This is an optimization exercise on Yosys and OpenROAD, whose aim is small area, not a production implementation. At most, simulation tests tie the RTL to the original design; equivalence was not proved. For runs 2 and 3, only the layout was checked, not whether the RTL still works. No activity file was given, so power comes from the tool's default toggle rates.

**design.v**
```verilog
`timescale 1ns / 1ps
module SincronizadorVGA(
  input wire clk, reset,
  output reg hsync, vsync,
  output reg tick,            
  output wire video_on,
  output wire [9:0] pixelx, pixely
  );
reg [1:0] mod4_reg;
reg [9:0] hcount_reg, vcount_reg;
wire pixel_tick = &mod4_reg;
wire h_end = hcount_reg[9] & hcount_reg[8] & (&hcount_reg[4:0]);
wire v_end = vcount_reg[9] & vcount_reg[3] & vcount_reg[2];
always @(posedge clk, posedge reset)
  if (reset) begin
    mod4_reg <= 2'b00;
    hcount_reg <= 10'd0;
    vcount_reg <= 10'd0;
  end else begin
    mod4_reg <= mod4_reg + 2'd1;
    if (pixel_tick) begin
      hcount_reg <= h_end ? 10'd0 : hcount_reg + 10'd1;
      if (h_end)
        vcount_reg <= v_end ? 10'd0 : vcount_reg + 10'd1;
    end
  end
always @(posedge clk) begin
  hsync <= ~(hcount_reg >= 10'd656 && hcount_reg <= 10'd751);
  vsync <= ~(vcount_reg >= 10'd490 && vcount_reg <= 10'd491);
  tick  <= (vcount_reg >= 10'd480);
end
assign video_on = (hcount_reg < 10'd640) && (vcount_reg < 10'd480);
assign pixelx = hcount_reg;
assign pixely = vcount_reg;
endmodule
`timescale 1ns / 1ps
module ImpresionDatos(
    input wire clk,
    input wire [9:0] pixelx, pixely,
    input wire loaded,
    input wire [3:0] segU, segD, minU, minD, horU, horD, fecU, fecD, mesU, mesD,
                     anoU, anoD, diaU, semU, semD, segUT, segDT, minUT, minDT,
                     horUT, horDT,
    input wire [7:0] cursor,
    input wire Escribir, ProgramarCrono, instrucciones,
    output reg graficos,
    output reg [2:0] color,
    output wire [18:0] rom_addr
    );
localparam [3:0] M_GH=0, M_GM=1, M_GS=2, M_D=3, M_PSEM=4, M_PCRO=5, M_PANO=6,
                 M_PFEC=7, M_C=8, M_S=9, M_R=10, M_II=11, M_IT=12, M_A=13;
localparam [2:0] C_NEGRO=3'b000, C_VERDE=3'b001, C_111=3'b010, C_333=3'b011,
                 C_BLANCO=3'b100;
wire [9:0] x = pixelx, y = pixely;
reg g_n;
reg [3:0] m_n, d_n;
wire [2:0] c_n;
wire y_sem  = y >= 14 && y <= 29;
wire y_ins  = y >= 50 && y <= 125;
wire y_c1   = y >= 141 && y <= 157;
wire y_pc   = y >= 158 && y <= 264;
wire y_g    = y >= 197 && y <= 302;
wire y_raya = y >= 244 && y <= 247;
wire y_c2   = y >= 265 && y <= 348;
wire y_cur  = y >= 306 && y <= 308;
wire y_ano  = y >= 419 && y <= 431;
wire y_A    = y >= 420 && y <= 435;
wire y_RD   = y >= 433 && y <= 448;
wire y_cro  = y >= 436 && y <= 448;
wire y_tec  = y >= 423 && y <= 466;
wire y_fec  = y >= 454 && y <= 466;
wire x_hD = x >= 59 && x <= 121,  x_hU = x >= 123 && x <= 185;
wire x_mD = x >= 260 && x <= 322, x_mU = x >= 324 && x <= 386;
wire x_sD = x >= 459 && x <= 521, x_sU = x >= 524 && x <= 586;
wire x_G = x_hD | x_hU | x_mD | x_mU | x_sD | x_sU;
wire eE = Escribir, eP = ProgramarCrono;
wire curG = (cursor == 8'h21 && eE && x >= 459 && x <= 583) ||
            (cursor == 8'h22 && eE && x >= 260 && x <= 384) ||
            (cursor == 8'h23 && eE && x >= 59 && x <= 183);
wire x_cro = (x >= 127 && x <= 142) || (x >= 152 && x <= 167) || (x >= 176 && x <= 191);
always @* begin
  g_n = y_c1 | (y_c2 & !(y_cur & curG)) | (y_g & !y_raya & x_G)
      | (y_sem & ((x >= 360 && x <= 375) || (y <= 28 && x >= 272 && x <= 335)))
      | (instrucciones & y_ins & x >= 51 && x <= 574)
      | (y_tec & x >= 560)
      | (y_RD & ((x >= 19 && x <= 120) || (x >= 448 && x <= 512)))
      | (y_A & x >= 472 && x <= 486)
      | (y_cro & x_cro)
      | (y_ano & x >= 488 && x <= 504)
      | (y_fec & ((x >= 464 && x <= 479) || (x >= 496 && x <= 511)));
end
always @* begin
  d_n = diaU;
  if (y < 30) begin
    m_n = (x[6] & x[5]) ? M_PSEM : M_S;
    d_n = (x >= 367) ? semU : semD;
  end else if (y < 141) m_n = M_II;
  else if (y < 197) m_n = M_C;
  else if (y < 303) begin
    m_n = !x_G ? M_C : (x < 256) ? M_GH : (x < 448) ? M_GM : M_GS;
    d_n = (x < 122) ? horD : (x < 256) ? horU : (x < 323) ? minD : (x < 448) ? minU :
          (x < 523) ? segD : segU;
  end else if (y < 419) m_n = M_C;
  else if (x >= 560) m_n = M_IT;
  else if (x <= 120) m_n = M_R;
  else if (x < 448) begin
    m_n = M_PCRO;
    d_n = (x < 135) ? horDT : (x < 143) ? horUT : (x < 160) ? minDT : (x < 168) ? minUT :
          (x < 184) ? segDT : segUT;
  end
  else if (x >= 472 && x <= 486 && y <= 435) m_n = M_A;
  else if (y >= 454) begin
    m_n = M_PFEC;
    d_n = (x < 473) ? fecD : (x < 480) ? fecU : (x < 505) ? mesD : mesU;
  end
  else if (y >= 433) m_n = M_D;
  else begin
    m_n = M_PANO;
    d_n = (x >= 497) ? anoU : anoD;
  end
  if (!loaded) d_n = 4'hf;
end
wire cw = (y >= 473) | y_cur
        | (y >= 31 && y <= 32 && cursor == 8'h28 && eE && x >= 360 && x <= 376)
        | (y >= 450 && y <= 451 && ((cursor == 8'h43 && eP && x >= 127 && x <= 143) ||
                                     (cursor == 8'h42 && eP && x >= 152 && x <= 168) ||
                                     (cursor == 8'h41 && eP && x >= 176 && x <= 192) ||
                                     (cursor == 8'h27 && eE && x >= 448 && x <= 533)))
        | (y >= 471 && y <= 472 && cursor == 8'h24 && eE && x >= 464 && x <= 480);
wire pc = y_pc & !y_raya;
wire xb = x == 29 || x == 213 || x == 229 || x == 413 || x == 429 || x == 613;
wire xs = (x >= 29 && x <= 213) || (x >= 229 && x <= 413) || (x >= 429 && x <= 613);
wire cs = pc & xs;
wire ct = !(y_pc | (y >= 352 && y <= 353)) | (pc & xb);
assign c_n = {cw, cs, ct};
reg [3:0] modo, dig;
always @(posedge clk) begin
  graficos <= g_n;
  modo <= m_n;
  dig <= d_n;
  color <= c_n;
end
reg [9:0] xpart;
always @*
  case (modo)
    M_GH: xpart = {4'd0, x[5:0] + 6'd5};
    M_GM: xpart = {4'd0, x[5:0] - 6'd4};
    M_GS: xpart = {4'd0, x[5:0] - 6'd12};
    M_D:  xpart = {4'd0, x[5:0]};
    M_PSEM, M_PCRO, M_PANO, M_PFEC: xpart = {7'd0, x[2:0]};
    default: xpart = x;
  endcase
wire [9:0] cG = dig == 4'd0 ? 10'd0   : dig == 4'd1 ? 10'd67  : dig == 4'd2 ? 10'd127 :
                dig == 4'd3 ? 10'd192 : dig == 4'd4 ? 10'd253 : dig == 4'd5 ? 10'd320 :
                dig == 4'd6 ? 10'd383 : dig == 4'd7 ? 10'd450 : dig == 4'd8 ? 10'd511 :
                dig == 4'd9 ? 10'd576 : 10'd0;
wire [9:0] cP = dig == 4'd0 ? 10'd1   : dig == 4'd1 ? 10'd10  : dig == 4'd2 ? 10'd21  :
                dig == 4'd3 ? 10'd31  : dig == 4'd4 ? 10'd40  : dig == 4'd5 ? 10'd51  :
                dig == 4'd6 ? 10'd60  : dig == 4'd7 ? 10'd71  : dig == 4'd8 ? 10'd80  :
                dig == 4'd9 ? 10'd90  : 10'd0;
wire [9:0] cD = dig == 4'd0 ? 10'd0   : dig == 4'd1 ? 10'd81  : dig == 4'd2 ? 10'd170 :
                dig == 4'd3 ? 10'd279 : dig == 4'd4 ? 10'd365 : dig == 4'd5 ? 10'd458 :
                dig == 4'd6 ? 10'd554 : 10'd0;
reg [9:0] oy; reg [9:0] c;
always @*
  case (modo)
    M_GH, M_GM, M_GS: begin oy = -10'd192;  c = cG; end
    M_D:    begin oy = -10'd88;  c = cD; end
    M_PSEM: begin oy = 10'd312;  c = cP; end
    M_PCRO: begin oy = -10'd109;  c = cP; end
    M_PANO: begin oy = -10'd93;  c = cP; end
    M_PFEC: begin oy = -10'd128;  c = cP; end
    M_C:    begin oy = -10'd29;  c = 10'd0; end
    M_S:    begin oy = 10'd313;  c = 10'd72; end
    M_R:    begin oy = -10'd109;  c = 10'd90; end
    M_II:   begin oy = 10'd108;   c = -10'd50; end
    M_IT:   begin oy = -10'd254; c = 10'd15; end
    default: begin oy = -10'd93; c = -10'd44; end
  endcase
wire [9:0] L = xpart + c;
wire [9:0] Y = y + oy;
wire [11:0] Q = {2'b0, Y} + {Y, 2'b0} + L[9:7];
assign rom_addr = {Q, L[6:0]};
endmodule
`timescale 1ns / 1ps
module Interfaz(
    input wire clk,reset,
    input wire instrucciones,ProgramarCrono,ring,
    input wire [7:0] cursor,
    input wire Escribir,
    output wire  [11:0] rgbO,
    output wire hsync,vsync,
    output wire video_on,
    input wire [7:0] datos0,datos1,datos2,datos3,datos4,datos5,datos6,datos7,datos8,
    datos9,datos10,
    output wire [18:0] mem_addr,
    output wire mem_en,
    input wire [11:0] mem_data
    );
wire [9:0] pixelx, pixely;
wire tick;
SincronizadorVGA SincronizadorVGA_unit(
  .clk(clk), .reset(reset),
  .hsync(hsync), .vsync(vsync), .tick(tick), .video_on(video_on),
  .pixelx(pixelx), .pixely(pixely));
reg loaded;
always @(posedge clk, posedge reset)
  if (reset) loaded <= 1'b0;
  else if (tick) loaded <= 1'b1;
reg [3:0] segU, segD, minU, minD, horU, horD, fecU, fecD, mesU, mesD, anoU, anoD,
          diaU, semU, semD, segUT, segDT, minUT, minDT, horUT, horDT;
always @(posedge clk)
  if (tick) begin
    segU <= datos0[3:0];  segD <= datos0[7:4];
    minU <= datos1[3:0];  minD <= datos1[7:4];
    horU <= datos2[3:0];  horD <= datos2[7:4];
    fecU <= datos3[3:0];  fecD <= datos3[7:4];
    mesU <= datos4[3:0];  mesD <= datos4[7:4];
    anoU <= datos5[3:0];  anoD <= datos5[7:4];
    diaU <= datos6[3:0];
    semU <= datos7[3:0];  semD <= datos7[7:4];
    segUT <= datos8[3:0]; segDT <= datos8[7:4];
    minUT <= datos9[3:0]; minDT <= datos9[7:4];
    horUT <= datos10[3:0]; horDT <= datos10[7:4];
  end
wire graficos;
wire [2:0] color;    
wire [18:0] address;
ImpresionDatos ImpresionDatos_unit(
  .clk(clk), .pixelx(pixelx), .pixely(pixely), .loaded(loaded),
  .segU(segU), .segD(segD), .minU(minU), .minD(minD), .horU(horU), .horD(horD),
  .fecU(fecU), .fecD(fecD), .mesU(mesU), .mesD(mesD), .anoU(anoU), .anoD(anoD),
  .diaU(diaU), .semU(semU), .semD(semD), .segUT(segUT), .segDT(segDT),
  .minUT(minUT), .minDT(minDT), .horUT(horUT), .horDT(horDT),
  .cursor(cursor), .Escribir(Escribir), .ProgramarCrono(ProgramarCrono),
  .instrucciones(instrucciones),
  .graficos(graficos), .color(color), .rom_addr(address));
assign mem_addr = address;
assign mem_en = graficos;
reg [11:0] douta_reg;
always @(posedge clk)
  douta_reg <= mem_data;
wire cw = color[2], cs = color[1], ct = color[0];
wire [11:0] colorTab = {cw, cw, cw | (cs & ct), cw | cs,
                        cw, cw, cw | ct, cw | cs | ct,
                        cw, cw, cw | ct, cs};
wire alarm = ring && (pixely >= 10'd473) && (pixely <= 10'd480);
reg [11:0] rgb;
always @(posedge clk)
  if (video_on && !tick)
    rgb <= graficos ? douta_reg : alarm ? 12'hf00 : colorTab;
  else
    rgb <= 12'h0f7;
assign rgbO = rgb;
endmodule
```
**run.sh**
```bash
#!/bin/bash
# synth_recipe.tcl (not shown) runs the flow's synth.tcl, then flattens the netlist and writes it again
# the make line also repeats each setting of config.mk as NAME=value (left out here)
make -C /OpenROAD-flow-scripts/flow DESIGN_CONFIG=/design/flow/config.mk WORK_HOME=/design/flow/orfs CLKGATE_MAP_FILE= SYNTH_SCRIPT=/design/flow/synth_recipe.tcl finish
```
**config.mk**
```make
export PLATFORM = sky130hd
export DESIGN_NAME = Interfaz
export DESIGN_NICKNAME = Interfaz
export VERILOG_FILES = /design/flow/design.v
export SDC_FILE = /design/flow/constraint.sdc
export NUM_CORES = 4
export LEC_CHECK = 0
export CAP_MARGIN = 20
export CORE_MARGIN = 2
export CORE_UTILIZATION = 40
export PLACE_DENSITY = 0.6
export SLEW_MARGIN = 20
```
**constraint.sdc**
```tcl
create_clock -name core_clock -period 10.0 [get_ports {clk}]
set_input_delay 2.0000 -clock core_clock [delete_from_list [all_inputs] [get_ports {clk}]]
set_output_delay 2.0000 -clock core_clock [all_outputs]
set_load 0.01 [all_outputs]
```
==> run_results.csv, run 1 <==
group,metric,value,unit
sta,rsz0062_at_grt,"false",
worst_setup_path,worst_path_most_repeated_cell,"a21oi_1",
worst_setup_path,cp_slowest_cell,"dfxtp_1",
drt,remaining_drc_errors,0,
yosys,syn_avg_cell_area,8.804,um2
layout,layout_commonest_cell,"clkdlybuf4s50_1",
die,initial_utilization,40.52,%
place,dp_hpwl,21.98,mm
layout,final_cell_mix,"clkdlybuf4s50_1 (144), nand2_1 (104), o21ai_0 (100)",
power_and_ir_drop,p_int,0.001019,W
sta,period_minus_slack,9.040,ns
clock_network,cts_max_level,4,
worst_hold_path,hp-class,"flop to flop",
worst_setup_path,path_max_fanout,21,
clock_network,clock_latency,0.43,ns
clock_network,postCtsSetupRepairBufs,0,
sta,timing.setup.tns,0,ns
die,placementRows,57,
global_route,grt_first_pass_wirelength,47.69,mm
sta,timing_hold_violations_final,0,
layout,fin_util,49.82,%
yosys,synth_cell_types,80,
worst_hold_path,worstHoldPathCells,2,
drt,drt_iter0_markers,982,
layout,drive_gt1_share,5.280,%
worst_setup_path,cp_data_arrival_time,7.04,ns
power_and_ir_drop,leakagePower,4.614,nW
power_and_ir_drop,pwr-share-comb,3.8,%
drt,wl,30.16,mm
clock_network,clock_path_buffers,2,
layout,fillers,2347,
global_route,antenna_found_initial,1,
worst_setup_path,end_kind,"output pin",
yosys,syn_nets,1282,
drt,dr.pass1.iters,6,
die,die-area,0.02583,mm2
sta,worst_clock_skew,0.01511,ns
global_route,grt_pass1_vias,8774,
yosys,yosys_register_bits,146,
yosys,syn_inst,1116,
worst_setup_path,reg2reg_to,"ImpresionDatos_unit.dig[2]",
power_and_ir_drop,vdd_drop_max,0.0001134,V
worst_setup_path,r2r-start,"SincronizadorVGA_unit.vcount_reg[1]",
global_route,gr-total-overflow,0,
sta,finalSetupViolations,0,
worst_setup_path,rrSetupSlack,6.02,ns
sta,slew_violations,0,
drt,vias,9225,
global_route,grt_max_degree,87,
place,dp.cells,1522,
worst_setup_path,path_class,"flop to output pin",
clock_network,clk_pin_slew_worst_paths,0.07,ns
clock_network,hold_buffers,0,
place,place_congestion,0.9270,
sta,maxSlewHeadroom,27.17,%
worst_setup_path,slowest_delay,0.78,ns
run,drv_cap,0,
sta,period_share,90.40,%
worst_setup_path,ff2ff_path_depth,10,
power_and_ir_drop,seqPwrFrac,48.0,%
power_and_ir_drop,switching_share,23.38,%
place,dp_slack,1.419,ns
power_and_ir_drop,power.density,110.1,mW/mm2
drt,detail_route.vias_per_cell,5.929,
clock_network,cts_sinks,146,
die,core_area,0.02425,mm2
clock_network,cts_buffers,17,
drt,routedWlPerCell,19.38,um
yosys,synthFlopType,"edfxtp_1",
yosys,synth_area,0.009826,mm2
yosys,ys_seq_area_share,39.48,%
sta,tightest_slew,1.092,ns
layout,syn2layout_area_growth,22.95,%
die,io_pins,149,
worst_hold_path,hp-start,"douta_reg[2]",
run_status,status,"finished clean",
power_and_ir_drop,p_sw,0.0003110,W
die,die-width,160.7,um
clock_network,cts_root_buffer,"clkbuf_16",
power_and_ir_drop,power,0.001330,W
yosys,ys_warn_count,3,
place,io_buffers,144,
yosys,async_flop_share,15.75,%
worst_hold_path,hold_end,"rgb[2]",
clock_network,cts_tree,"yes",
power_and_ir_drop,power_frac_clock,48.3,%
layout,fin_cells,1556,
sta,setup_slack,0.9596,ns
drt,postRouteAntennaNets,0,
global_route,track_usage,23.27,%
sta,fmax,0.1106,GHz
layout,nets,1384,
die,die_h,160.7,um
clock_network,cts_resized,0,
yosys,synth_edf_count,84,
worst_setup_path,cp.required,8.00,ns
worst_setup_path,cp-start-kind,"flop",
## worst max path at each step
stage | slack (ns) | end | cells after the start | start
after detailed placement | 1.42 | mem_addr[17] | 25 | ImpresionDatos_unit.modo[2]
after global routing | 0.43 | mem_addr[17] | 25 | ImpresionDatos_unit.modo[2]
final | 0.96 | mem_addr[17] | 25 | ImpresionDatos_unit.modo[2]
after CTS | 0.95 | mem_addr[17] | 25 | ImpresionDatos_unit.modo[2]
after floorplan | 2.95 | mem_addr[17] | 25 | ImpresionDatos_unit.modo[2]
after global placement | 1.43 | mem_addr[17] | 24 | ImpresionDatos_unit.modo[3]
## cell usage after synthesis, types with 8 or more instances
| cell | count | area [um2] |
|---|---|---|
| nand2_1 | 104 | 390.4 |
| o21ai_0 | 100 | 500.5 |
| a21oi_1 | 93 | 465.5 |
| nor2_1 | 85 | 319.1 |
| edfxtp_1 | 84 | 2522 |
| ha_1 | 47 | 588.1 |
| clkbuf_1 | 46 | 172.7 |
| dfxtp_1 | 39 | 780.8 |
| inv_1 | 39 | 146.4 |
| nand3_1 | 37 | 185.2 |
| nor3_1 | 27 | 135.1 |
| a31oi_1 | 25 | 156.4 |
| xnor2_1 | 24 | 210.2 |
| dfrtp_1 | 23 | 575.6 |
| nand2b_1 | 19 | 118.9 |
| mux2i_1 | 18 | 180.2 |
| a211oi_1 | 17 | 127.6 |
| buf_2 | 17 | 85.08 |
| o31ai_1 | 17 | 127.6 |
| a21o_1 | 14 | 105.1 |
| nor4_1 | 13 | 81.33 |
| and2_1 | 12 | 75.07 |
| nand4_1 | 11 | 68.82 |
| o211ai_1 | 11 | 82.58 |
| o22ai_1 | 11 | 68.82 |
| and3_1 | 10 | 62.56 |
| or3_1 | 10 | 62.56 |
| nor2b_1 | 9 | 56.30 |
| xor2_1 | 9 | 78.83 |
| o21bai_1 | 8 | 60.06 |
## worst max-delay path, delay by kind of cell (launching register included)
kind	cells	cell delay, ns
fa+ha+maj	3	1.09
compound gates	15	2.70
simple gates	2	0.70
xor+xnor	2	0.24
flops	1	0.78
buf+inv	3	1.08
## per-layer routing
layer | GRT usage [%] | part of all wire (%) | wire, um | up-vias
met2 | 37.44 | 46 | 13740 | 409
met1 | 31.75 | 44 | 13380 | 4360
met3 | 4.545 | 7.5 | 2248 | 52
met4 | 7.346 | 2.6 | 769 | 2
met5 | 0 | 0.043 | 13 | -
li1 | - | - | - | 4402
## metrics by stage
step	cell area, um2	hold WS [ns]
finish	12080	0.4278
CTS	12050	0.4309
detailed placement	11450	0.4142
floorplan	9826	0.4040
global placement	11450	0.4103
global route	12080	0.4494
## cell type report
| class | instances | area, um2 | share of cell area, % |
|---|---|---|---|
| Multi-Input combinational cell | 859 | 5505 | 45.57 |
| Sequential cell | 146 | 3882 | 32.14 |
| Timing Repair Buffer | 153 | 1529 | 12.66 |
| Clock buffer | 18 | 439.2 | 3.635 |
| Tap cell | 324 | 405.4 | 3.356 |
| Clock inverter | 14 | 162.7 | 1.346 |
| Inverter | 41 | 153.9 | 1.274 |
| Antenna cell | 1 | 2.502 | 0.02071 |
## power groups by stage
stage / Clock, W / Combinational, W / Sequential [W]
finish: 0.000642 / 0.0000501 / 0.000638
global route: 0.000676 / 0.0000531 / 0.000638
CTS: 0.000654 / 0.0000491 / 0.000638
detailed placement: 0 / 0.0000490 / 0.000651
global placement: 0 / 0.0000484 / 0.000651
floorplan: 0 / 0.00000253 / 0.000651
## logic make-up (layout without fill, tap and decap cells)
kind of cell / after synthesis / after routing / synth area share [%]
AOI/OAI and AO/OA: 376 / 376 / 24.48
xor gates and xnor gates: 33 / 33 / 2.942
adders and majority gates: 52 / 52 / 7.004
buffers and inverters: 111 / 226 / 4.495
DFF: 146 / 146 / 39.48
muxes: 21 / 21 / 2.177
other: 0 / 1 / 0
and+or+nand+nor: 377 / 377 / 19.43
==> run 2, diff against run 1 <==
--- a/design.v
+++ b/design.v
@@ -7,9 +7,15 @@
   output wire [9:0] pixelx, pixely
   );
+function [11:0] inc12; input [11:0] a; input ci; integer i; reg c; begin
+  c = ci;
+  for (i = 0; i < 12; i = i + 1) begin inc12[i] = a[i] ^ c; c = a[i] & c; end
+end endfunction
 reg [1:0] mod4_reg;
 reg [9:0] hcount_reg, vcount_reg;
-wire pixel_tick = &mod4_reg;
 wire h_end = hcount_reg[9] & hcount_reg[8] & (&hcount_reg[4:0]);
 wire v_end = vcount_reg[9] & vcount_reg[3] & vcount_reg[2];
+wire [11:0] hm_inc = inc12({hcount_reg, mod4_reg}, 1'b1);
+wire [11:0] v_inc = inc12({2'b0, vcount_reg}, 1'b1);
+wire line_end = h_end & (&mod4_reg);
 always @(posedge clk, posedge reset)
   if (reset) begin
@@ -18,10 +24,8 @@
     vcount_reg <= 10'd0;
   end else begin
-    mod4_reg <= mod4_reg + 2'd1;
-    if (pixel_tick) begin
-      hcount_reg <= h_end ? 10'd0 : hcount_reg + 10'd1;
-      if (h_end)
-        vcount_reg <= v_end ? 10'd0 : vcount_reg + 10'd1;
-    end
+    mod4_reg <= hm_inc[1:0];
+    hcount_reg <= line_end ? 10'd0 : hm_inc[11:2];
+    if (line_end)
+      vcount_reg <= v_end ? 10'd0 : v_inc[9:0];
   end
 always @(posedge clk) begin
@@ -50,6 +54,4 @@
 localparam [3:0] M_GH=0, M_GM=1, M_GS=2, M_D=3, M_PSEM=4, M_PCRO=5, M_PANO=6,
                  M_PFEC=7, M_C=8, M_S=9, M_R=10, M_II=11, M_IT=12, M_A=13;
-localparam [2:0] C_NEGRO=3'b000, C_VERDE=3'b001, C_111=3'b010, C_333=3'b011,
-                 C_BLANCO=3'b100;
 wire [9:0] x = pixelx, y = pixely;
 reg g_n;
@@ -91,34 +93,52 @@
 end
 always @* begin
-  d_n = diaU;
-  if (y < 30) begin
-    m_n = (x[6] & x[5]) ? M_PSEM : M_S;
-    d_n = (x >= 367) ? semU : semD;
-  end else if (y < 141) m_n = M_II;
+  if (y < 30) m_n = (x[6] & x[5]) ? M_PSEM : M_S;
+  else if (y < 141) m_n = M_II;
   else if (y < 197) m_n = M_C;
-  else if (y < 303) begin
-    m_n = !x_G ? M_C : (x < 256) ? M_GH : (x < 448) ? M_GM : M_GS;
-    d_n = (x < 122) ? horD : (x < 256) ? horU : (x < 323) ? minD : (x < 448) ? minU :
-          (x < 523) ? segD : segU;
-  end else if (y < 419) m_n = M_C;
+  else if (y < 303) m_n = !x_G ? M_C : (x < 256) ? M_GH : (x < 448) ? M_GM : M_GS;
+  else if (y < 419) m_n = M_C;
   else if (x >= 560) m_n = M_IT;
   else if (x <= 120) m_n = M_R;
-  else if (x < 448) begin
-    m_n = M_PCRO;
-    d_n = (x < 135) ? horDT : (x < 143) ? horUT : (x < 160) ? minDT : (x < 168) ? minUT :
-          (x < 184) ? segDT : segUT;
-  end
+  else if (x < 448) m_n = M_PCRO;
   else if (x >= 472 && x <= 486 && y <= 435) m_n = M_A;
-  else if (y >= 454) begin
-    m_n = M_PFEC;
-    d_n = (x < 473) ? fecD : (x < 480) ? fecU : (x < 505) ? mesD : mesU;
-  end
+  else if (y >= 454) m_n = M_PFEC;
   else if (y >= 433) m_n = M_D;
-  else begin
-    m_n = M_PANO;
-    d_n = (x >= 497) ? anoU : anoD;
-  end
-  if (!loaded) d_n = 4'hf;
-end
+  else m_n = M_PANO;
+end
+wire b_sem = y < 30;
+wire b_g   = y >= 197 && y < 303;
+wire b_low = y >= 419;
+wire b_ano = b_low && y < 433;
+wire b_cro = b_low && y >= 433 && y < 454;
+wire b_fec = y >= 454;
+wire [20:0] sel;
+assign sel[0]  = b_sem & (x >= 367);             
+assign sel[1]  = b_sem & (x < 367);              
+assign sel[2]  = b_g & (x < 122);                
+assign sel[3]  = b_g & (x >= 122) & (x < 256);   
+assign sel[4]  = b_g & (x >= 256) & (x < 323);   
+assign sel[5]  = b_g & (x >= 323) & (x < 448);   
+assign sel[6]  = b_g & (x >= 448) & (x < 523);   
+assign sel[7]  = b_g & (x >= 523);               
+assign sel[8]  = b_cro & (x < 135);              
+assign sel[9]  = b_cro & (x >= 135) & (x < 143);
+assign sel[10] = b_cro & (x >= 143) & (x < 160);
+assign sel[11] = b_cro & (x >= 160) & (x < 168);
+assign sel[12] = b_cro & (x >= 168) & (x < 184);
+assign sel[13] = b_cro & (x >= 184) & (x < 448);
+assign sel[14] = b_cro & (x >= 448);             
+assign sel[15] = b_ano & (x < 497);              
+assign sel[16] = b_ano & (x >= 497);             
+assign sel[17] = b_fec & (x < 473);              
+assign sel[18] = b_fec & (x >= 473) & (x < 480);
+assign sel[19] = b_fec & (x >= 480) & (x < 505);
+assign sel[20] = b_fec & (x >= 505);             
+wire [3:0] dm = ({4{sel[0]}} & semU) | ({4{sel[1]}} & semD) | ({4{sel[2]}} & horD) |
+  ({4{sel[3]}} & horU) | ({4{sel[4]}} & minD) | ({4{sel[5]}} & minU) | ({4{sel[6]}} & segD) |
+  ({4{sel[7]}} & segU) | ({4{sel[8]}} & horDT) | ({4{sel[9]}} & horUT) | ({4{sel[10]}} & minDT) |
+  ({4{sel[11]}} & minUT) | ({4{sel[12]}} & segDT) | ({4{sel[13]}} & segUT) | ({4{sel[14]}} & diaU) |
+  ({4{sel[15]}} & anoD) | ({4{sel[16]}} & anoU) | ({4{sel[17]}} & fecD) | ({4{sel[18]}} & fecU) |
+  ({4{sel[19]}} & mesD) | ({4{sel[20]}} & mesU);
+always @* d_n = dm | {4{!loaded}};
 wire cw = (y >= 473) | y_cur
         | (y >= 31 && y <= 32 && cursor == 8'h28 && eE && x >= 360 && x <= 376)
@@ -141,10 +161,21 @@
   color <= c_n;
 end
+function [11:0] add12; input [11:0] p, q; integer i; reg c; reg [11:0] s; begin
+  c = 1'b0;
+  for (i = 0; i < 12; i = i + 1) begin
+    s[i] = p[i] ^ q[i] ^ c; c = (p[i] & q[i]) | (c & (p[i] ^ q[i])); end
+  add12 = s; end endfunction
+reg [5:0] off;
+always @*
+  case (modo)
+    M_GH: off = 6'd5;
+    M_GM: off = 6'd60;
+    default: off = 6'd52;
+  endcase
+wire [11:0] gx = add12({6'd0, x[5:0]}, {6'd0, off});
 reg [9:0] xpart;
 always @*
   case (modo)
-    M_GH: xpart = {4'd0, x[5:0] + 6'd5};
-    M_GM: xpart = {4'd0, x[5:0] - 6'd4};
-    M_GS: xpart = {4'd0, x[5:0] - 6'd12};
+    M_GH, M_GM, M_GS: xpart = {4'd0, gx[5:0]};
     M_D:  xpart = {4'd0, x[5:0]};
     M_PSEM, M_PCRO, M_PANO, M_PFEC: xpart = {7'd0, x[2:0]};
@@ -178,7 +209,8 @@
     default: begin oy = -10'd93; c = -10'd44; end
   endcase
-wire [9:0] L = xpart + c;
-wire [9:0] Y = y + oy;
-wire [11:0] Q = {2'b0, Y} + {Y, 2'b0} + L[9:7];
+wire [11:0] L = add12({2'd0, xpart}, {2'd0, c});
+wire [11:0] Y = add12({2'd0, y}, {2'd0, oy});
+wire [11:0] Q5 = add12({2'd0, Y[9:0]}, {Y[9:0], 2'b0});
+wire [11:0] Q = add12(Q5, {9'd0, L[9:7]});
 assign rom_addr = {Q, L[6:0]};
 endmodule
==> flow/run.sh (new file) <==
#!/bin/bash
# Standard ORFS layout with two changes: the port buffers use the smallest
# buffer cell, and clock tree synthesis adds no dummy loads and builds the
# tree from small clock buffers. Every tool's log stays under orfs/logs/.
set -euo pipefail
export BUFFER_PORTS_ARGS="-buffer_cell sky130_fd_sc_hd__buf_1"
export CTS_ARGS="-sink_clustering_enable -repair_clock_nets -dont_use_dummy_load -buf_list sky130_fd_sc_hd__clkbuf_8"
bash standard.sh finish > flow_make.log 2>&1
==> standard.sh (new file) <==
#!/bin/bash
# synth_recipe.tcl (not shown) runs the flow's synth.tcl, then flattens the netlist and writes it again
# the make line also repeats each setting of config.mk as NAME=value (left out here)
make -C /OpenROAD-flow-scripts/flow DESIGN_CONFIG=/design/flow/config.mk WORK_HOME=/design/flow/orfs CLKGATE_MAP_FILE= SYNTH_SCRIPT=/design/flow/synth_recipe.tcl "${@:-finish}"
--- a/config.mk
+++ b/config.mk
@@ -9,4 +9,5 @@
 export CORE_MARGIN = 2
 export CORE_UTILIZATION = 40
+export GPL_TIMING_DRIVEN = 0
 export PLACE_DENSITY = 0.6
 export SLEW_MARGIN = 20
removed: run.sh
==> run_results.csv, run 2 <==
group,metric,value,unit
run_status,status,"finished clean",
die,placementRows,56,
yosys,yosys.area.top_type,"edfxtp_1",
sta,hold_slack,0.4133,ns
worst_setup_path,path_max_fanout,10,
die,io_pins,149,
clock_network,clock_path_buffers,2,
die,die_h,157.9,um
yosys,ys_warn_count,3,
yosys,syn_avg_cell_area,9.610,um2
place,place_congestion,0.9961,
drt,routed.top_layer,"met4",
layout,nets,1323,
layout,syn2layout_area_growth,13.23,%
sta,timing.setup.tns,0,ns
worst_setup_path,worst_path_most_repeated_cell,"ha_1",
die,initial_utilization,40.61,%
drt,met1_length,12.85,mm
clock_network,cts_sinks,146,
die,die-area,0.02494,mm2
drt,wl_met2,14.06,mm
place,dp_hpwl,23.55,mm
worst_setup_path,cp_data_arrival_time,7.57,ns
worst_setup_path,cp.required,8.00,ns
yosys,ys_top_cells_by_area,"edfxtp_1 (27%), dfxtp_1 (8.2%), dfrtp_1 (6.1%)",
sta,finalSetupViolations,0,
yosys,synth-compound-area-share,20.14,%
yosys,ys_seq_area_share,40.93,%
global_route,track_usage,24.75,%
yosys,synth_common_cells,"nand2_1 (107), edfxtp_1 (84), nor2_1 (67)",
sta,period_minus_slack,9.568,ns
layout,fin_cells,1463,
sta,tightest_slew,0.9985,ns
die,core_area,0.02333,mm2
sta,worst_clock_skew,0.03740,ns
global_route,grt_first_pass_wirelength,46.32,mm
power_and_ir_drop,p_sw,0.0002043,W
yosys,async_flop_share,15.75,%
yosys,synth_area,0.009475,mm2
drt,dr_wl_met3,2.098,mm
yosys,synthFlopType,"edfxtp_1",
yosys,synth_edf_count,84,
drt,routedWlPerCell,20.69,um
sta,maxSlewHeadroom,32.82,%
layout,diodes,0,
yosys,syn_inst,986,
sta,rsz0062_at_grt,"false",
clock_network,cts_root_buffer,"clkbuf_8",
die,die-width,157.9,um
worst_setup_path,path_class,"flop to output pin",
power_and_ir_drop,leakagePower,4.015,nW
power_and_ir_drop,power_frac_clock,34.2,%
yosys,synth_simple_gate_area_share,19.66,%
drt,wl,30.27,mm
worst_setup_path,end_kind,"output pin",
global_route,gr-total-overflow,0,
clock_network,clock_latency,0.45,ns
drt,drt_iter0_markers,739,
global_route,antenna_found_initial,0,
layout,layout_commonest_cell,"buf_1",
place,io_buffers,144,
power_and_ir_drop,vdd_drop_max,0.00007828,V
sta,slew_violations,0,
place,dp.cells,1450,
yosys,yosysMostFrequentCell,"nand2_1",
clock_network,cts_tree,"yes",
yosys,synth_top_family_by_area,"compound AO/OA/AOI/OAI gates",
sta,fmax,0.1045,GHz
yosys,synthMuxAreaShare,1.585,%
yosys,synth-xor-area-share,1.294,%
clock_network,cts_max_level,4,
layout,drive_gt1_share,9.965,%
global_route,grt_max_degree,60,
layout,multiInputGateArea,0.005080,mm2
drt,remaining_drc_errors,0,
run,drv_cap,0,
global_route,grt_pass1_vias,8285,
worst_setup_path,cp_slowest_cell,"fa_1",
power_and_ir_drop,p_int,0.0007971,W
worst_setup_path,cp-start-kind,"flop",
yosys,yosysTopAreaCellShare,26.62,%
yosys,synth_cell_types,94,
power_and_ir_drop,pwr-share-comb,2.1,%
drt,postRouteAntennaNets,0,
layout,ff_latch_area,0.003889,mm2
yosys,syn_nets,1163,
layout,fillers,2311,
clock_network,cts_buffers,17,
layout,final_cell_mix,"buf_1 (150), nand2_1 (107), edfxtp_1 (84)",
sta,period_share,95.68,%
yosys,yosys_register_bits,146,
power_and_ir_drop,power.density,93.34,mW/mm2
clock_network,clk_pin_slew_worst_paths,0.09,ns
worst_hold_path,hp-class,"flop to flop",
worst_setup_path,slowest_delay,0.49,ns
sta,timing_hold_violations_final,0,
power_and_ir_drop,seqPwrFrac,63.7,%
drt,dr.pass1.iters,6,
power_and_ir_drop,switching_share,20.40,%
drt,detail_route.vias_per_cell,5.841,
yosys,synthAdderAreaFrac,10.46,%
drt,vias,8545,
==> run 2: per-layer routing <==
metal  vias to the layer above  global-route usage (%)
li1                       3976                       -
met1                      4068                   32.61
met2                       413                   39.42
met3                        88                   4.572
met4                         0                   11.69
met5                         -                       0
==> run 2: path summary, 6_finish.rpt <==
check	start	depth (start not counted)	endpoint	slack [ns]
setup reg to reg	SincronizadorVGA_unit.vcount_reg[1]	9	ImpresionDatos_unit.dig[0]	6.65
hold reg to reg	douta_reg[2]	1	rgb[2]	0.41
hold / removal	douta_reg[2]	1	rgb[2]	0.41
setup / recovery	ImpresionDatos_unit.modo[3]	34	mem_addr[18]	0.43
min in group asynchronous	reset	2	SincronizadorVGA_unit.vcount_reg[3]	1.72
max in group asynchronous	reset	2	SincronizadorVGA_unit.hcount_reg[0]	7.70
==> run 2: through the flow <==
stage	setup WS (ns)	total power (W)	cell area (um2)	util, %
CTS	0.04491	0.001012	10690	45.80
finish	0.4322	0.001001	10730	45.98
floorplan	1.142	0.0006543	9475	-
global route	0.01308	0.001039	10730	45.98
global placement	0.5854	0.0006726	10420	44.64
detailed placement	0.4667	0.0006729	10450	44.77
==> run 2: power by group through the flow <==
| stage | clock network, W | logic (W) | registers, W |
|---|---|---|---|
| 2_1_floorplan | 0 | 0.00000284 | 0.000651 |
| 3_3_place_gp | 0 | 0.0000213 | 0.000651 |
| 3_5_place_dp | 0 | 0.0000218 | 0.000651 |
| 4_1_cts | 0.000352 | 0.0000219 | 0.000638 |
| 5_1_grt | 0.000377 | 0.0000245 | 0.000638 |
| 6_report | 0.000342 | 0.0000214 | 0.000638 |
==> run 2: final cells by class <==
cell class,instances,share of cell area [%]
repair buffers,145,5.306
inverters,55,1.924
flip-flops and latches,146,36.25
well taps,319,3.720
plain buffers,66,3.277
clock buffers,17,2.181
multi-input cells,715,47.35
==> run 2: what timing repair did <==
| action | CTS | global route |
|---|---|---|
| setup buffers | 0 | 0 |
| resized for setup | 1 | 31 |
| pin swaps | 0 | 3 |
| endpoints found under the hold margin | 0 | 0 |
| endpoints found under the setup margin | 1 | 3 |
| hold buffers | 0 | 0 |
==> run 2: logic make-up after synthesis <==
group	count (synthesis)
XOR/XNOR	14
buffers and inverters	125
AND/OR/NAND/NOR	358
adder cells (fa/ha/maj)	63
AO/OA/AOI/OAI	266
multiplexers	14
flip-flops	146
==> run 2: critical path, delay by kind of cell, from the launching register on <==
family / cells / cell delay, ns
xor+xnor: 2 / 0.31
flops: 1 / 0.37
compound gates: 1 / 0.07
fa+ha+maj: 20 / 5.10
buf+inv: 9 / 0.84
simple gates: 2 / 0.45
==> run 3, diff against run 2 <==
==> flow/run.sh (replaced) <==
#!/bin/bash
# Standard ORFS layout with these changes:
#  - synthesis is the standard flow's own script, except that ABC maps the logic with an
#    area-oriented script (flow/abc_area.script); registers are untouched;
#  - the port buffers use the smallest buffer cell;
#  - clock tree synthesis adds no dummy loads and uses small clock buffers.
# Every tool's log stays under orfs/logs/; make's output goes to flow_make.log.
set -euo pipefail
W=$(pwd)
{
  head -n 1 synth_recipe.tcl
  cat <<EOT
proc abc {args} {
  set i [lsearch -exact \$args -script]
  if {\$i >= 0} { lset args [expr {\$i + 1}] $W/flow/abc_area.script }
  yosys abc {*}\$args
}
EOT
  tail -n +2 synth_recipe.tcl
} > own_synth.tcl
sed "s|SYNTH_SCRIPT=[^ ]*|SYNTH_SCRIPT=$W/own_synth.tcl|" standard.sh > own_standard.sh
export BUFFER_PORTS_ARGS="-buffer_cell sky130_fd_sc_hd__buf_1"
export CTS_ARGS="-sink_clustering_enable -repair_clock_nets -dont_use_dummy_load -buf_list sky130_fd_sc_hd__clkbuf_8"
bash own_standard.sh finish > flow_make.log 2>&1
==> flow/abc_area.script (new file) <==
&get -n
&st
&deepsyn -T 60
&st
&dch -f
&nf -R 1000
&put
--- a/config.mk
+++ b/config.mk
@@ -6,8 +6,7 @@
 export NUM_CORES = 4
 export LEC_CHECK = 0
-export CAP_MARGIN = 20
+export CAP_MARGIN = 0
 export CORE_MARGIN = 2
 export CORE_UTILIZATION = 40
-export GPL_TIMING_DRIVEN = 0
 export PLACE_DENSITY = 0.6
-export SLEW_MARGIN = 20
+export SLEW_MARGIN = 0
==> run_results.csv, run 3 <==
group,metric,value,unit
layout,drive_gt1_share,10.61,%
worst_setup_path,worst_path_most_repeated_cell,"buf_4",
place,io_buffers,144,
clock_network,cts_tree,"yes",
worst_setup_path,end_kind,"output pin",
drt,vias,6975,
run,drv_cap,0,
clock_network,hold_buffers,0,
yosys,syn_nets,959,
clock_network,cts_buffers,17,
yosys,syn_inst,782,
worst_setup_path,path_class,"flop to output pin",
sta,rsz0062_at_grt,"true",
yosys,synth_simple_gate_area_share,19.95,%
sta,tightest_slew,1.234,ns
global_route,gr-total-overflow,0,
yosys,synth_edf_count,84,
yosys,synthFlopType,"edfxtp_1",
drt,routedWlPerCell,19.03,um
yosys,syn_avg_cell_area,10.14,um2
worst_setup_path,path_max_fanout,3,
worst_setup_path,cp_slowest_cell,"fa_1",
power_and_ir_drop,p_sw,0.0001974,W
place,post_dp_cell_area,0.008970,mm2
die,die-area,0.02096,mm2
die,die-width,144.8,um
die,initial_utilization,40.74,%
sta,worst_clock_skew,0.05162,ns
power_and_ir_drop,power_frac_clock,33.7,%
worst_setup_path,cp-start-kind,"flop",
yosys,synthAdderAreaFrac,12.50,%
sta,fmax,0.1019,GHz
yosys,ys_seq_area_share,48.92,%
place,dp_hpwl,17.93,mm
yosys,synthMuxAreaShare,0.1420,%
power_and_ir_drop,power.density,103.7,mW/mm2
sta,finalSetupViolations,0,
clock_network,clk_pin_slew_worst_paths,0.10,ns
drt,postRouteAntennaNets,0,
run_status,status,"finished clean",
drt,dr.pass1.iters,6,
global_route,antenna_found_initial,0,
drt,drt_iter0_markers,727,
layout,diodes,0,
layout,nets,1169,
yosys,synth-compound-area-share,14.57,%
yosys,synth_area,0.007929,mm2
power_and_ir_drop,power,0.0009942,W
yosys,ys_warn_count,3,
global_route,grt_max_degree,88,
layout,syn2layout_area_growth,20.97,%
global_route,grt_pass1_vias,6430,
power_and_ir_drop,vdd_drop_max,0.0001048,V
sta,period_share,98.10,%
worst_setup_path,cp.required,8.00,ns
clock_network,clock_path_buffers,2,
sta,hold_slack,0.4321,ns
layout,design_area,0.009592,mm2
worst_setup_path,cp_data_arrival_time,7.81,ns
drt,remaining_drc_errors,0,
yosys,yosysTopAreaCellShare,31.81,%
yosys,synth_cell_types,49,
yosys,synth_top_family_by_area,"simple AND/OR/NAND/NOR gates",
worst_setup_path,slowest_delay,0.56,ns
global_route,track_usage,22.71,%
power_and_ir_drop,p_int,0.0007969,W
clock_network,clock_latency,0.46,ns
power_and_ir_drop,switching_share,19.85,%
drt,wl,23.89,mm
die,placementRows,51,
die,io_pins,149,
yosys,async_flop_share,15.75,%
sta,slew_violations,0,
sta,period_minus_slack,9.810,ns
place,place_congestion,0.9869,
power_and_ir_drop,seqPwrFrac,64.2,%
layout,fillers,1877,
die,core_area,0.01946,mm2
drt,detail_route.vias_per_cell,5.558,
global_route,grt_first_pass_wirelength,35.55,mm
yosys,synth-xor-area-share,1.326,%
yosys,yosys.area.top_type,"edfxtp_1",
layout,fin_util,49.28,%
sta,timing_hold_violations_final,0,
yosys,ys_top_cells_by_area,"edfxtp_1 (32%), dfxtp_1 (9.8%), dfrtp_1 (7.3%)",
yosys,yosys_register_bits,146,
layout,layout_commonest_cell,"buf_1",
power_and_ir_drop,pwr-share-comb,2.2,%
layout,final_cell_mix,"buf_1 (143), nand2_1 (88), edfxtp_1 (84)",
power_and_ir_drop,leakagePower,3.420,nW
worst_hold_path,hp-class,"flop to flop",
sta,timing.setup.tns,0,ns
yosys,yosysMostFrequentCell,"nand2_1",
clock_network,cts_max_level,4,
sta,maxSlewHeadroom,17.71,%
die,die_h,144.8,um
clock_network,cts_sinks,146,
clock_network,cts_root_buffer,"clkbuf_8",
yosys,synth_common_cells,"nand2_1 (89), edfxtp_1 (84), nor2_1 (78)",
run 3: per-stage QoR:
stage	setup WS, ns	std cells
3_3_place_gp	0.1857	1213
6_report	0.1903	1255
4_1_cts	0.008479	1250
3_5_place_dp	0.1268	1213
5_1_grt	-0.07898	1255
2_1_floorplan	0.4425	782
run 3: cells by family (layout without fill, tap and decap cells):
| logic type | after synthesis | in the layout |
|---|---|---|
| DFF | 146 | 146 |
| adders and majority gates | 63 | 63 |
| xor gates and xnor gates | 12 | 12 |
| AOI/OAI and AO/OA | 179 | 179 |
| and+or+nand+nor | 326 | 326 |
| buffers and inverters | 55 | 263 |
| muxes | 1 | 1 |
run 3: power groups by stage:
stage | logic, W | registers (W) | clock network, W
after CTS | 0.0000217 | 0.000638 | 0.000344
after floorplan | 0.00000315 | 0.000651 | 0
after detailed placement | 0.0000216 | 0.000651 | 0
after global routing | 0.0000246 | 0.000638 | 0.000366
after global placement | 0.0000216 | 0.000651 | 0
final | 0.0000217 | 0.000638 | 0.000335
run 3: worst paths after layout:
kind | start | to | slack, ns | cells after the start
max in group asynchronous | reset | SincronizadorVGA_unit.hcount_reg[7] | 8.00 | 2
min | douta_reg[11] | rgb[11] | 0.43 | 2
min reg2reg | douta_reg[11] | rgb[11] | 0.43 | 2
max | ImpresionDatos_unit.dig[3] | mem_addr[18] | 0.19 | 46
min in group asynchronous | reset | SincronizadorVGA_unit.vcount_reg[6] | 1.59 | 2
max reg2reg | SincronizadorVGA_unit.vcount_reg[3] | ImpresionDatos_unit.dig[0] | 5.88 | 8
run 3: critical path: cells and delay by family, from the launching register on:
family,cells,cell delay [ns]
fa+ha+maj,14,3.52
buf+inv,21,1.83
compound gates,7,0.78
simple gates,2,0.62
flops,1,0.35
xor+xnor,2,0.28
run 3: metal layers:
layer / GRT usage, % / up-vias / share of wire, %
met3: 4.212 / 66 / 7.7
met1: 30.39 / 3229 / 42
met5: 0 / - / 0
li1: - / 3290 / -
met4: 8.125 / 0 / 2.9
met2: 36.99 / 390 / 48
run 3: what timing repair did:
item,4_1_cts,5_1_grt
buffers inserted,20,5
pin swaps,3,18
resized for setup,16,41
endpoints found under the setup margin,2,3
run 3: area by class of cell:
class / count / area (um2) / area share, %
Timing Repair Buffer: 191 / 894.6 / 9.327
Tap cell: 265 / 331.6 / 3.457
Multi-Input combinational cell: 581 / 4034 / 42.06
Clock buffer: 17 / 234.0 / 2.439
Sequential cell: 146 / 3891 / 40.57
Inverter: 55 / 206.4 / 2.152
==> run 4, diff against run 3 <==
--- a/design.v
+++ b/design.v
@@ -212,5 +212,16 @@
 wire [11:0] Y = add12({2'd0, y}, {2'd0, oy});
 wire [11:0] Q5 = add12({2'd0, Y[9:0]}, {Y[9:0], 2'b0});
-wire [11:0] Q = add12(Q5, {9'd0, L[9:7]});
+wire [11:0] Qlo = add12({9'd0, Q5[2:0]}, {9'd0, L[9:7]});
+reg [11:0] Q;
+reg pa;
+integer qi;
+always @* begin
+  Q[2:0] = Qlo[2:0];
+  pa = Qlo[3];
+  for (qi = 3; qi < 12; qi = qi + 1) begin
+    Q[qi] = Q5[qi] ^ pa;
+    pa = pa & Q5[qi];
+  end
+end
 assign rom_addr = {Q, L[6:0]};
 endmodule
==> run_results.csv, run 4 <==
group,metric,value,unit
run_status,status,"finished clean",
yosys,synth_edf_count,84,
clock_network,cts_buffers,17,
power_and_ir_drop,power.density,105.6,mW/mm2
layout,layout_commonest_cell,"buf_1",
power_and_ir_drop,p_sw,0.0002043,W
die,placementRows,51,
sta,slew_violations,0,
place,post_dp_cell_area,0.008929,mm2
clock_network,hold_buffers,0,
worst_setup_path,end_kind,"output pin",
global_route,grt_pass1_vias,6574,
sta,finalSetupViolations,0,
power_and_ir_drop,power_frac_clock,34.2,%
yosys,synth_common_cells,"nand2_1 (96), edfxtp_1 (84), clkinv_1 (55), nor2_1 (55), dfxtp_1 (39)",
sta,tightest_slew,1.083,ns
layout,syn2layout_area_growth,20.51,%
layout,fin_cells,1213,
yosys,syn_inst,752,
clock_network,clock_path_buffers,2,
die,die_h,144.2,um
place,dp_slack,-0.01494,ns
place,io_buffers,144,
worst_hold_path,hp-start,"douta_reg[5]",
drt,remaining_drc_errors,0,
layout,fillers,1869,
layout,multiInputGateArea,0.003993,mm2
place,dp.cells,1186,
worst_setup_path,cp_num_buf_inv,8,
clock_network,clock_latency,0.46,ns
sta,worst_clock_skew,0.03051,ns
worst_setup_path,reg2reg_to,"ImpresionDatos_unit.dig[0]",
layout,design_area,0.009478,mm2
yosys,ys_top_cells_by_area,"edfxtp_1 (32%), dfxtp_1 (9.9%), dfrtp_1 (7.3%)",
die,die-area,0.02080,mm2
drt,drt_iter0_markers,614,
yosys,synth_cell_types,53,
power_and_ir_drop,seqPwrFrac,63.7,%
worst_setup_path,cp_slowest_cell,"fa_1",
global_route,gr-total-overflow,0,
yosys,yosys_register_bits,146,
run,drv_cap,0,
worst_setup_path,crit_start,"ImpresionDatos_unit.modo[3]",
die,initial_utilization,40.54,%
layout,ff_latch_area,0.003897,mm2
power_and_ir_drop,leakagePower,3.351,nW
sta,period_minus_slack,9.709,ns
power_and_ir_drop,pwr-share-comb,2.1,%
drt,dr.pass1.iters,6,
layout,drive_gt1_share,10.44,%
sta,fmax,0.1030,GHz
yosys,yosysTopAreaCellShare,32.07,%
global_route,antenna_found_initial,0,
sta,timing_hold_violations_final,0,
worst_setup_path,slowest_delay,0.51,ns
sta,setup_slack,0.2910,ns
clock_network,cts_root_buffer,"clkbuf_8",
yosys,yosysMostFrequentCell,"nand2_1",
worst_hold_path,hp-class,"flop to flop",
worst_setup_path,worst_path_most_repeated_cell,"fa_2",
global_route,track_usage,22.59,%
clock_network,cts_sinks,146,
drt,detail_route.vias_per_cell,5.556,
worst_hold_path,worstHoldPathCells,2,
worst_setup_path,cp-start-kind,"flop",
place,dp_hpwl,17.10,mm
clock_network,clk_pin_slew_worst_paths,0.08,ns
die,io_pins,149,
drt,vias,6740,
global_route,grt_max_degree,88,
power_and_ir_drop,switching_share,20.42,%
worst_setup_path,r2r-start,"SincronizadorVGA_unit.vcount_reg[4]",
yosys,synthFlopType,"edfxtp_1",
drt,routedWlPerCell,18.85,um
worst_setup_path,critical-path-top-delay-family,"adder cells",
worst_setup_path,cp_data_arrival_time,7.71,ns
die,die-width,144.2,um
yosys,async_flop_share,15.75,%
sta,maxSlewHeadroom,26.81,%
yosys,ys_seq_area_share,49.32,%
layout,nets,1127,
yosys,ys_warn_count,3,
worst_setup_path,cp.required,8.00,ns
worst_setup_path,path_class,"flop to output pin",
die,core_area,0.01940,mm2
place,place_congestion,0.9581,
power_and_ir_drop,vdd_drop_max,0.00008256,V
sta,rsz0062_at_grt,"true",
drt,postRouteAntennaNets,0,
yosys,syn_avg_cell_area,10.46,um2
worst_setup_path,ff2ff_path_depth,10,
global_route,grt_first_pass_wirelength,35.49,mm
layout,diodes,0,
sta,period_share,97.09,%
layout,final_cell_mix,"buf_1 (143), nand2_1 (96), edfxtp_1 (84)",
worst_setup_path,path_max_fanout,7,
worst_hold_path,hold_end,"rgb[5]",
clock_network,cts_tree,"yes",
yosys,syn_nets,929,
drt,wl,22.87,mm
clock_network,cts_max_level,4,
yosys,synth_area,0.007865,mm2
worst_setup_path,rrSetupSlack,6.26,ns
yosys,yosys.area.top_type,"edfxtp_1",
power_and_ir_drop,p_int,0.0007964,W
[run 4: power groups by stage]
stage / Combinational [W] / Clock, W / Sequential, W
floorplan: 0.00000300 / 0 / 0.000651
global placement: 0.0000215 / 0 / 0.000651
detailed placement: 0.0000217 / 0 / 0.000651
CTS: 0.0000218 / 0.000353 / 0.000638
global route: 0.0000245 / 0.000375 / 0.000637
finish: 0.0000214 / 0.000342 / 0.000637
[run 4: worst min-delay path, stage by stage (launching register included)]
cell     delay (ns)
dfxtp_1        0.31
nand2_1        0.04
nand2_1        0.05
[run 4: cells by family after synthesis]
group	share of synthesized area, %
mux	0.5409
buf+inv	2.625
flops	49.32
xor+xnor	1.114
compound gates	15.22
simple gates	18.58
fa+ha+maj	12.60
[run 4: final cells by class]
type	instances	share of cell area (%)
flip-flops and latches	146	41.12
repair buffers	179	8.488
inverters	55	2.297
clock buffers	17	2.469
multi-input cells	551	42.13
well taps	265	3.498
[run 4: worst max path at each step]
stage / to / slack [ns] / depth (start not counted)
floorplan: mem_addr[18] / 0.34 / 37
global placement: mem_addr[18] / 0.03 / 40
detailed placement: mem_addr[18] / -0.01 / 40
CTS: mem_addr[18] / -0.04 / 40
global route: mem_addr[18] / -0.008 / 40
finish: mem_addr[18] / 0.29 / 40
[run 4: stage by stage]
stage / TNS [ns] / total power [W] / hold slack [ns] / utilization, %
finish: 0 / 0.001001 / 0.4280 / 48.86
floorplan: 0 / 0.0006545 / 0.4002 / -
detailed placement: -0.01494 / 0.0006728 / 0.4108 / 46.03
global route: -0.007750 / 0.001036 / 0.4515 / 48.86
global placement: 0 / 0.0006726 / 0.4039 / 46.03
CTS: -0.03633 / 0.001012 / 0.4309 / 48.37
[run 4: metal layers]
metal | GRT usage, % | wire (um) | share of wire, %
met1 | 29.50 | 9914 | 43
met2 | 35.99 | 10680 | 47
met3 | 4.669 | 1389 | 6.1
met4 | 10.99 | 880 | 3.8
met5 | 0 | 0 | 0
[run 4: timing repair]
item	4_1_cts	5_1_grt
buffers inserted	5	5
resized for setup	54	15
pin swaps	24	23
endpoints found under the setup margin	3	3
==> run 5, diff against run 4 <==
--- a/design.v
+++ b/design.v
@@ -44,10 +44,11 @@
     input wire loaded,
     input wire [3:0] segU, segD, minU, minD, horU, horD, fecU, fecD, mesU, mesD,
-                     anoU, anoD, diaU, semU, semD, segUT, segDT, minUT, minDT,
+                     anoU, anoD, semU, semD, segUT, segDT, minUT, minDT,
                      horUT, horDT,
+    input wire [2:0] diaU,           
     input wire [7:0] cursor,
     input wire Escribir, ProgramarCrono, instrucciones,
     output reg graficos,
-    output reg [2:0] color,
+    output wire [2:0] color,
     output wire [18:0] rom_addr
     );
@@ -137,5 +138,5 @@
   ({4{sel[3]}} & horU) | ({4{sel[4]}} & minD) | ({4{sel[5]}} & minU) | ({4{sel[6]}} & segD) |
   ({4{sel[7]}} & segU) | ({4{sel[8]}} & horDT) | ({4{sel[9]}} & horUT) | ({4{sel[10]}} & minDT) |
-  ({4{sel[11]}} & minUT) | ({4{sel[12]}} & segDT) | ({4{sel[13]}} & segUT) | ({4{sel[14]}} & diaU) |
+  ({4{sel[11]}} & minUT) | ({4{sel[12]}} & segDT) | ({4{sel[13]}} & segUT) | ({4{sel[14]}} & {1'b0, diaU}) |
   ({4{sel[15]}} & anoD) | ({4{sel[16]}} & anoU) | ({4{sel[17]}} & fecD) | ({4{sel[18]}} & fecU) |
   ({4{sel[19]}} & mesD) | ({4{sel[20]}} & mesU);
@@ -157,8 +158,8 @@
 always @(posedge clk) begin
   graficos <= g_n;
-  modo <= m_n;
+  modo <= g_n ? m_n : {1'b0, c_n};
   dig <= d_n;
-  color <= c_n;
-end
+end
+assign color = modo[2:0];
 function [11:0] add12; input [11:0] p, q; integer i; reg c; reg [11:0] s; begin
   c = 1'b0;
@@ -251,6 +252,7 @@
   if (reset) loaded <= 1'b0;
   else if (tick) loaded <= 1'b1;
+reg [2:0] diaU;    
 reg [3:0] segU, segD, minU, minD, horU, horD, fecU, fecD, mesU, mesD, anoU, anoD,
-          diaU, semU, semD, segUT, segDT, minUT, minDT, horUT, horDT;
+          semU, semD, segUT, segDT, minUT, minDT, horUT, horDT;
 always @(posedge clk)
   if (tick) begin
@@ -261,5 +263,5 @@
     mesU <= datos4[3:0];  mesD <= datos4[7:4];
     anoU <= datos5[3:0];  anoD <= datos5[7:4];
-    diaU <= datos6[3:0];
+    diaU <= (datos6[3] | (&datos6[2:0])) ? 3'd7 : datos6[2:0];
     semU <= datos7[3:0];  semD <= datos7[7:4];
     segUT <= datos8[3:0]; segDT <= datos8[7:4];
--- a/flow/run.sh
+++ b/flow/run.sh
@@ -21,4 +21,4 @@
 sed "s|SYNTH_SCRIPT=[^ ]*|SYNTH_SCRIPT=$W/own_synth.tcl|" standard.sh > own_standard.sh
 export BUFFER_PORTS_ARGS="-buffer_cell sky130_fd_sc_hd__buf_1"
-export CTS_ARGS="-sink_clustering_enable -repair_clock_nets -dont_use_dummy_load -buf_list sky130_fd_sc_hd__clkbuf_8"
+export CTS_ARGS="-sink_clustering_enable -repair_clock_nets -dont_use_dummy_load -buf_list sky130_fd_sc_hd__clkbuf_8 -sink_clustering_size 24 -sink_clustering_max_diameter 120"
 bash own_standard.sh finish > flow_make.log 2>&1
--- a/config.mk
+++ b/config.mk
@@ -9,4 +9,5 @@
 export CORE_MARGIN = 2
 export CORE_UTILIZATION = 40
+export GPL_TIMING_DRIVEN = 0
 export PLACE_DENSITY = 0.6
 export SLEW_MARGIN = 0
==> run_results.csv, run 5 <==
group,metric,value,unit
global_route,grt_first_pass_wirelength,33.79,mm
worst_setup_path,reg2reg_to,"ImpresionDatos_unit.modo[2]",
sta,rsz0062_at_grt,"false",
layout,diodes,0,
yosys,synth_common_cells,"nand2_1 (86), edfxtp_1 (83), nor2_1 (73)",
power_and_ir_drop,leakagePower,3.257,nW
layout,fin_util,46.97,%
layout,drive_gt1_share,5.038,%
worst_setup_path,cp-start-kind,"flop",
sta,timing_hold_violations_final,0,
run,drv_cap,0,
place,io_buffers,144,
yosys,ys_top_cells_by_area,"edfxtp_1 (32%), dfxtp_1 (9.2%), dfrtp_1 (7.4%)",
global_route,antenna_found_initial,0,
worst_setup_path,slowest_delay,0.49,ns
layout,fillers,1917,
worst_setup_path,cp_data_arrival_time,7.62,ns
die,initial_utilization,40.47,%
die,placementRows,51,
global_route,grt_max_degree,49,
clock_network,cts_sinks,142,
drt,wl,21.58,mm
power_and_ir_drop,vdd_drop_max,0.0001439,V
yosys,syn_avg_cell_area,10.23,um2
place,post_dp_cell_area,0.008728,mm2
drt,vias,6700,
sta,finalSetupViolations,0,
yosys,synth_cell_types,50,
die,core_area,0.01933,mm2
layout,fin_cells,1198,
worst_setup_path,cp_num_buf_inv,8,
worst_hold_path,hold_end,"rgb[8]",
drt,routedWlPerCell,18.01,um
drt,detail_route.vias_per_cell,5.593,
drt,postRouteAntennaNets,0,
yosys,yosysTopAreaCellShare,31.85,%
layout,syn2layout_area_growth,16.07,%
drt,drt_iter0_markers,565,
worst_setup_path,worst_path_most_repeated_cell,"ha_1",
sta,maxSlewHeadroom,21.26,%
worst_hold_path,worstHoldPathCells,2,
sta,worst_clock_skew,0.03534,ns
drt,dr.pass1.iters,5,
sta,period_share,96.19,%
clock_network,clock_latency,0.45,ns
place,place_congestion,0.9614,
worst_setup_path,end_kind,"output pin",
layout,final_cell_mix,"buf_1 (143), nand2_1 (86), edfxtp_1 (83)",
worst_setup_path,path_class,"flop to output pin",
yosys,synthFlopType,"edfxtp_1",
yosys,async_flop_share,16.20,%
place,dp_hpwl,16.52,mm
run_status,status,"finished clean",
yosys,yosys_register_bits,142,
layout,design_area,0.009082,mm2
worst_setup_path,r2r-start,"SincronizadorVGA_unit.hcount_reg[3]",
layout,nets,1112,
clock_network,hold_buffers,0,
sta,tightest_slew,1.172,ns
layout,layout_commonest_cell,"buf_1",
global_route,grt_pass1_vias,6327,
global_route,gr-total-overflow,0,
worst_setup_path,path_max_fanout,6,
worst_hold_path,hp-start,"douta_reg[8]",
yosys,synth_edf_count,83,
drt,remaining_drc_errors,0,
worst_setup_path,ff2ff_path_depth,12,
clock_network,clock_path_buffers,2,
place,dp.cells,1175,
die,io_pins,149,
yosys,syn_nets,942,
yosys,yosys.area.top_type,"edfxtp_1",
die,die-width,143.9,um
yosys,yosysMostFrequentCell,"nand2_1",
sta,period_minus_slack,9.619,ns
yosys,ys_seq_area_share,48.42,%
power_and_ir_drop,power.density,107.3,mW/mm2
worst_setup_path,rrSetupSlack,6.33,ns
power_and_ir_drop,power,0.0009742,W
worst_setup_path,cp_slowest_cell,"fa_1",
yosys,synth_area,0.007825,mm2
die,die-area,0.02070,mm2
sta,slew_violations,0,
sta,fmax,0.1040,GHz
global_route,track_usage,21.46,%
clock_network,clk_pin_slew_worst_paths,0.05,ns
yosys,syn_inst,765,
worst_hold_path,hp-class,"flop to flop",
clock_network,cts_max_level,4,
clock_network,cts_buffers,17,
sta,timing.setup.tns,0,ns
clock_network,cts_tree,"yes",
yosys,ys_warn_count,3,
worst_setup_path,cp.required,8.00,ns
die,die_h,143.9,um
clock_network,cts_root_buffer,"clkbuf_8",
worst_setup_path,critical-path-top-delay-family,"adder cells",
## run 5: changes by cell type in the layout (fill, tap and decap cells not counted), moves of 7 or more
cell / previous run / this run
ha_4: 8 / 0
ha_1: 26 / 36
nor2_1: 52 / 69
nand4_1: 18 / 8
clkinv_1: 48 / 55
buf_4: 35 / 6
nand2_1: 96 / 86
a21oi_1: 36 / 54
## run 5: worst max-delay path by stage
stage                                start            to  depth (start not counted)  slack, ns
2_1_floorplan  ImpresionDatos_unit.modo[2]  mem_addr[18]                         33       0.93
3_3_place_gp   ImpresionDatos_unit.modo[1]  mem_addr[18]                         34       0.01
3_5_place_dp   ImpresionDatos_unit.modo[1]  mem_addr[18]                         34      0.008
4_1_cts        ImpresionDatos_unit.modo[2]  mem_addr[18]                         34      0.001
5_1_grt         ImpresionDatos_unit.dig[2]  mem_addr[18]                         35       0.02
6_report       ImpresionDatos_unit.modo[3]  mem_addr[18]                         34       0.38
## run 5: cells by family (layout without fill, tap and decap cells)
| kind of cell | after synthesis | in the layout | synth area share, % |
|---|---|---|---|
| AND/OR/NAND/NOR | 293 | 293 | 17.81 |
| flip-flops | 142 | 142 | 48.42 |
| adder cells (fa/ha/maj) | 63 | 63 | 12.66 |
| buffers and inverters | 55 | 223 | 2.638 |
| XOR/XNOR | 12 | 12 | 1.343 |
| AO/OA/AOI/OAI | 196 | 196 | 16.57 |
| multiplexers | 4 | 4 | 0.5596 |
## run 5: area by class of cell
type | instances | area (um2) | share of cell area (%)
tap | 265 | 331.6 | 3.651
timing repair buffer | 151 | 614.3 | 6.764
clock buffer | 17 | 234.0 | 2.576
multi-input combinational | 568 | 3892 | 42.86
inverter | 55 | 206.4 | 2.273
sequential | 142 | 3804 | 41.88
## run 5: layer usage
metal  part of all wire [%]  wire, um  GRT usage, %
met1                     44      9500         29.52
met2                     48     10320         34.96
met3                    6.4      1371         3.632
met4                    1.8       384         6.192
met5                      0         0             0
## run 5: worst reg2reg max path, cell delays in order, from the launching register on
cell and delay [ns]:
dfrtp_1 0.77, clkinv_1 0.47, nor2_1 0.34, nand2_1 0.09, o22ai_1 0.25, o21ai_0 0.12, nand2_1 0.09, a31oi_1 0.10
o41ai_1 0.41, o2111ai_1 0.38, o21ai_0 0.29, a21oi_1 0.08, a31oi_1 0.18
## run 5: repair_timing
item	CTS	global route
pin swaps	0	5
buffers inserted	0	6
gates cloned	0	0
endpoints found under the setup margin	3	3
resized for setup	10	20
endpoints found under the hold margin	0	0
## run 5: per-stage QoR
stage | worst slack (ns) | hold WS, ns
6_report | 0.3811 | 0.4232
5_1_grt | 0.01914 | 0.4393
3_3_place_gp | 0.01191 | 0.4126
4_1_cts | 0.001131 | 0.4245
3_5_place_dp | 0.008465 | 0.4152
2_1_floorplan | 0.9260 | 0.4030
## run 5: report_power, final
part	internal [W]	leakage [nW]	total [W]	switching, W
Combinational	0.0000104	1.78	0.0000208	0.0000104
Sequential	0.000621	1.35	0.000621	0.000000681
Clock	0.000150	0.122	0.000332	0.000183
Total	0.000780	3.26	0.000974	0.000194

what the ideal ports hide:
How much do the figures lean on ideal ports? The routed layouts below were timed once more, with nothing changed but the port constraints. Step 1 (the two cells are an assumption about what drives the block):
set clk [get_ports {clk}]
set_driving_cell -lib_cell sky130_fd_sc_hd__clkbuf_16 $clk
set_driving_cell -lib_cell sky130_fd_sc_hd__buf_2 [delete_from_list [all_inputs] $clk]
Step 2 moves the port delays by t, midway between the first and last clock arrival at a register: inputs arrive t later, outputs are due t later. That takes back most of the time a late clock gives input paths. a / b / c = no drivers / after step 1 / after step 2; a / b = the first two.
| run | t, ns | slack for setup (ns) | worst setup path after step 2 | worst register clock-pin slew, ns | worst data-port slew with drivers (ns) |
|---|---|---|---|---|---|
| run 1 | 0.473 | 0.960 / 0.912 / 1.385 | register to output | 0.07 / 0.07 | 0.07 |
| run 2 | 0.471 | 0.432 / 0.393 / 0.864 | register to output | 0.09 / 0.09 | 0.05 |
| run 3 | 0.467 | 0.190 / 0.155 / 0.622 | register to output | 0.10 / 0.10 | 0.05 |
| run 4 | 0.484 | 0.291 / 0.249 / 0.732 | register to output | 0.09 / 0.09 | 0.05 |
| run 5 | 0.464 | 0.381 / 0.341 / 0.805 | register to output | 0.09 / 0.09 | 0.04 |
After both steps setup and hold are still met in every run listed.
